From an optimization exercise on the open Yosys and OpenROAD flow, aimed at small area and a short achievable clock period; shortcuts taken in it are not production practice. Where RTL was checked, it was by simulation tests only, not by an equivalence proof against the original. No activity file was given, so power comes from the tool's default toggle rates.

v6:
// fadd_p2
module fadd_p2 (input wire [31:0] x1,
                input wire [31:0] x2,
                output reg [31:0] y,
                output reg        ovf,
                input wire        clk,
                input wire        rstn);
Size in the first run: about 1700 cells after synthesis, roughly 96 flip-flops, about 99 I/O pins, ~0.010 sq mm of cells after synthesis.
export LEC_CHECK = 0
export ABC_AREA = 1
export CAP_MARGIN = 20
export CORE_MARGIN = 2
export CORE_UTILIZATION = 45
export CTS_BUF_LIST = sky130_fd_sc_hd__clkbuf_8
export PLACE_DENSITY = 0.6
export SLEW_MARGIN = 20
create_clock -name core_clock -period 15.0 [get_ports {clk}]
standard.sh (not shown) runs the stock make flow with config.mk's settings and CLKGATE_MAP_FILE= SYNTH_SCRIPT=/design/flow/synth_recipe.tcl, a recipe that flattens the netlist after the stock synthesis.
==> flow/flow/run.sh <==
#!/bin/bash
# Standard ORFS layout with small port buffers and a tighter setup target for repair_timing.
set -euo pipefail
export BUFFER_PORTS_ARGS="-buffer_cell sky130_fd_sc_hd__buf_1"
export SETUP_SLACK_MARGIN=8.5
bash standard.sh > standard.log 2>&1
v6 has completed all stages; timing, DRC and antenna checks passed.
The following lists how v7 was set up differently from v6:
diff --git a/flow/design.v b/flow/design.v
--- a/flow/design.v
+++ b/flow/design.v
@@ -47,28 +47,28 @@
          cg3[k] = cg2[2*k+1] | (ce2[2*k+1] & cg2[2*k]);
          ce3[k] = ce2[2*k+1] & ce2[2*k];
       end
       for (k = 0; k < 2; k = k + 1) begin
          cg4[k] = cg3[2*k+1] | (ce3[2*k+1] & cg3[2*k]);
          ce4[k] = ce3[2*k+1] & ce3[2*k];
       end
    end
    wire        ge21 = cg4[1] | (ce4[1] & (cg4[0] | ce4[0]));
    wire        sel = spec ? ~pick1 : ge21;
-   wire [7:0]  es = sel ? e2a : e1a;
    wire [23:0] msx = sel ? {h2, m2} : {h1, m1};
    wire [23:0] ms = {msx[23], msx[22] | (spec & (nzp | infnan)), msx[21:0]};
    wire [23:0] mi = sel ? {h1, m1} : {h2, m2};
    wire        ss = (sel ? s2 : s1) | infnan;
-   wire [8:0]  d12 = {1'b0, e1a} - {1'b0, e2a};
-   wire [7:0]  d21 = e2a - e1a;
-   wire [7:0]  tde = d12[8] ? d21 : d12[7:0];
+   wire        ce = (e2 > e1);
+   wire [7:0]  es = ce ? e2a : e1a;
+   wire [7:0]  ei = ce ? e1a : e2a;
+   wire [7:0]  tde = es - ei;
    wire [4:0]  de = (spec | (|tde[7:5])) ? 5'd31 : tde[4:0];
    wire [25:0] a0 = {mi, 2'b00};
    wire [25:0] a1 = de[4] ? {16'b0, a0[25:16]} : a0;
    wire        t1 = de[4] & (|a0[15:0]);
    wire [25:0] a2 = de[3] ? {8'b0, a1[25:8]} : a1;
    wire        t2 = de[3] & (|a1[7:0]);
    wire [25:0] a3 = de[2] ? {4'b0, a2[25:4]} : a2;
    wire        t3 = de[2] & (|a2[3:0]);
    wire [25:0] a4 = de[1] ? {2'b0, a3[25:2]} : a3;
    wire        t4 = de[1] & (|a3[1:0]);
@@ -105,57 +105,50 @@
            g[i] = g[i] | (p[i] & g[i - (1 << l)]);
            p[i] = p[i] & p[i - (1 << l)];
         end
       for (l = 3; l >= 0; l = l - 1)
         for (i = (3 << l) - 1; i < 27; i = i + (2 << l)) begin
            g[i] = g[i] | (p[i] & g[i - (1 << l)]);
            p[i] = p[i] & p[i - (1 << l)];
         end
    end
    wire [26:0] mye = p0 ^ {g[25:0], subr};
-   wire [26:0] n0 = mye;
+   reg  [26:0] sent;
+   always @* begin
+      for (i = 0; i < 27; i = i + 1)
+        sent[i] = (er == 8'd27 - i[7:0]);
+   end
+   wire [26:0] n0 = mye | sent;
    wire [31:0] lzi = {n0, 5'b11111};
    reg  [15:0] v1;  reg [15:0] c1;
    reg  [7:0]  v2;  reg [15:0] c2;
    reg  [3:0]  v3;  reg [11:0] c3;
    reg  [1:0]  v4;  reg [7:0]  c4;
-   reg  [4:0]  lz;
+   reg  [4:0]  sh;
    always @* begin
       for (i = 0; i < 16; i = i + 1) begin
          v1[i] = lzi[2*i+1] | lzi[2*i];
          c1[i] = ~lzi[2*i+1];
       end
       for (i = 0; i < 8; i = i + 1) begin
          v2[i] = v1[2*i+1] | v1[2*i];
          c2[2*i +: 2] = v1[2*i+1] ? {1'b0, c1[2*i+1]} : {1'b1, c1[2*i]};
       end
       for (i = 0; i < 4; i = i + 1) begin
          v3[i] = v2[2*i+1] | v2[2*i];
          c3[3*i +: 3] = v2[2*i+1] ? {1'b0, c2[2*(2*i+1) +: 2]} : {1'b1, c2[2*(2*i) +: 2]};
       end
       for (i = 0; i < 2; i = i + 1) begin
          v4[i] = v3[2*i+1] | v3[2*i];
          c4[4*i +: 4] = v3[2*i+1] ? {1'b0, c3[3*(2*i+1) +: 3]} : {1'b1, c3[3*(2*i) +: 3]};
       end
-      lz = v4[1] ? {1'b0, c4[7:4]} : {1'b1, c4[3:0]};
-   end
-   wire [4:0]  lim = (er == 8'd0 || er > 8'd27) ? 5'd31 : (er[4:0] - 5'd1);
-   reg  [4:0]  sh;
-   reg         eqa, lzlt;
-   integer     q;
-   always @* begin
-      eqa = 1'b1; lzlt = 1'b0;
-      for (q = 4; q >= 0; q = q - 1) begin
-         sh[q] = eqa ? (lz[q] & lim[q]) : (lzlt ? lz[q] : lim[q]);
-         lzlt = lzlt | (eqa & ~lz[q] & lim[q]);
-         eqa = eqa & ~(lz[q] ^ lim[q]);
-      end
+      sh = v4[1] ? {1'b0, c4[7:4]} : {1'b1, c4[3:0]};
    end
    wire [26:0] k1 = sh[4] ? {mye[10:0], 16'b0} : mye;
    wire [26:0] k2 = sh[3] ? {k1[18:0], 8'b0} : k1;
    wire [26:0] k3 = sh[2] ? {k2[22:0], 4'b0} : k2;
    wire [26:0] k4 = sh[1] ? {k3[24:0], 2'b0} : k3;
    wire [26:0] myf = sh[0] ? {k4[25:0], 1'b0} : k4;
    wire        den = ~myf[26];
    wire [7:0]  eyr = den ? 8'd0 : (er - {3'b0, sh});
    wire        ovfp = (&er) & mye[26];
    wire        stk = stckr | myf[0];
Findings:
Going from v6 to v7, global-route usage now larger; final non-filler cell total now smaller; iteration count of the initial detailed-routing pass now larger; non-clock inverter count in the final layout now smaller.
When the final numbers for v6 and v7 were put side by side, the final routed wirelength across all metal layers turned out to be smaller in v6.
Critical path depth delta for v7 relative to v6: about 4% higher
Compared with v6, v7 shows a higher part of the power in combinational logic.
v7: total power 11 uW above v6
Looking at share of the clock period used by the worst path after layout, v7 sits 0.85 points lower than v6 does.
v7 -> v6: reported sequential group power flat
Taking v6 as the reference, in v7 length in cells of the worst reg-to-reg path fell by 33%, data required time at the worst endpoint rose by 0.04 ns.
STATUS clock network power: v7 wins against v6
For v6, only the layout was checked, not whether the RTL still works.

[port drivers added, routing unchanged]
No port has a modelled driver above. Below, the same layouts with a new extraction and two added sets of constraints. Step 1: set_driving_cell puts a clkbuf_16 on clk and a buf_2 on each other input, an assumption about the parent block. Step 2 adds t to the input delays and takes it off the output delays; t is the mean of the earliest and latest rising clock arrival at the registers after step 1. Input paths then give back, and output paths get back, about the clock's delay inside the block. Three values: ideal ports, drivers, drivers and shift; two values: the first two.
run | shift t [ns] | setup slack, ns | worst hold slack (ns) | worst data-port slew with drivers (ns) | pins driven straight from the clock port
v6 | 0.433 | 8.618 / 8.636 / 8.202 | 0.431 / 0.431 / 0.431 | 0.03 | 1
v7 | 0.425 | 8.745 / 8.750 / 8.325 | 0.420 / 0.420 / 0.420 | 0.03 | 1
After both steps setup and hold are still met in every run listed. For v7, which loses most, drivers alone change the setup slack by +0.005 ns; drivers and shift together by -0.420 ns.
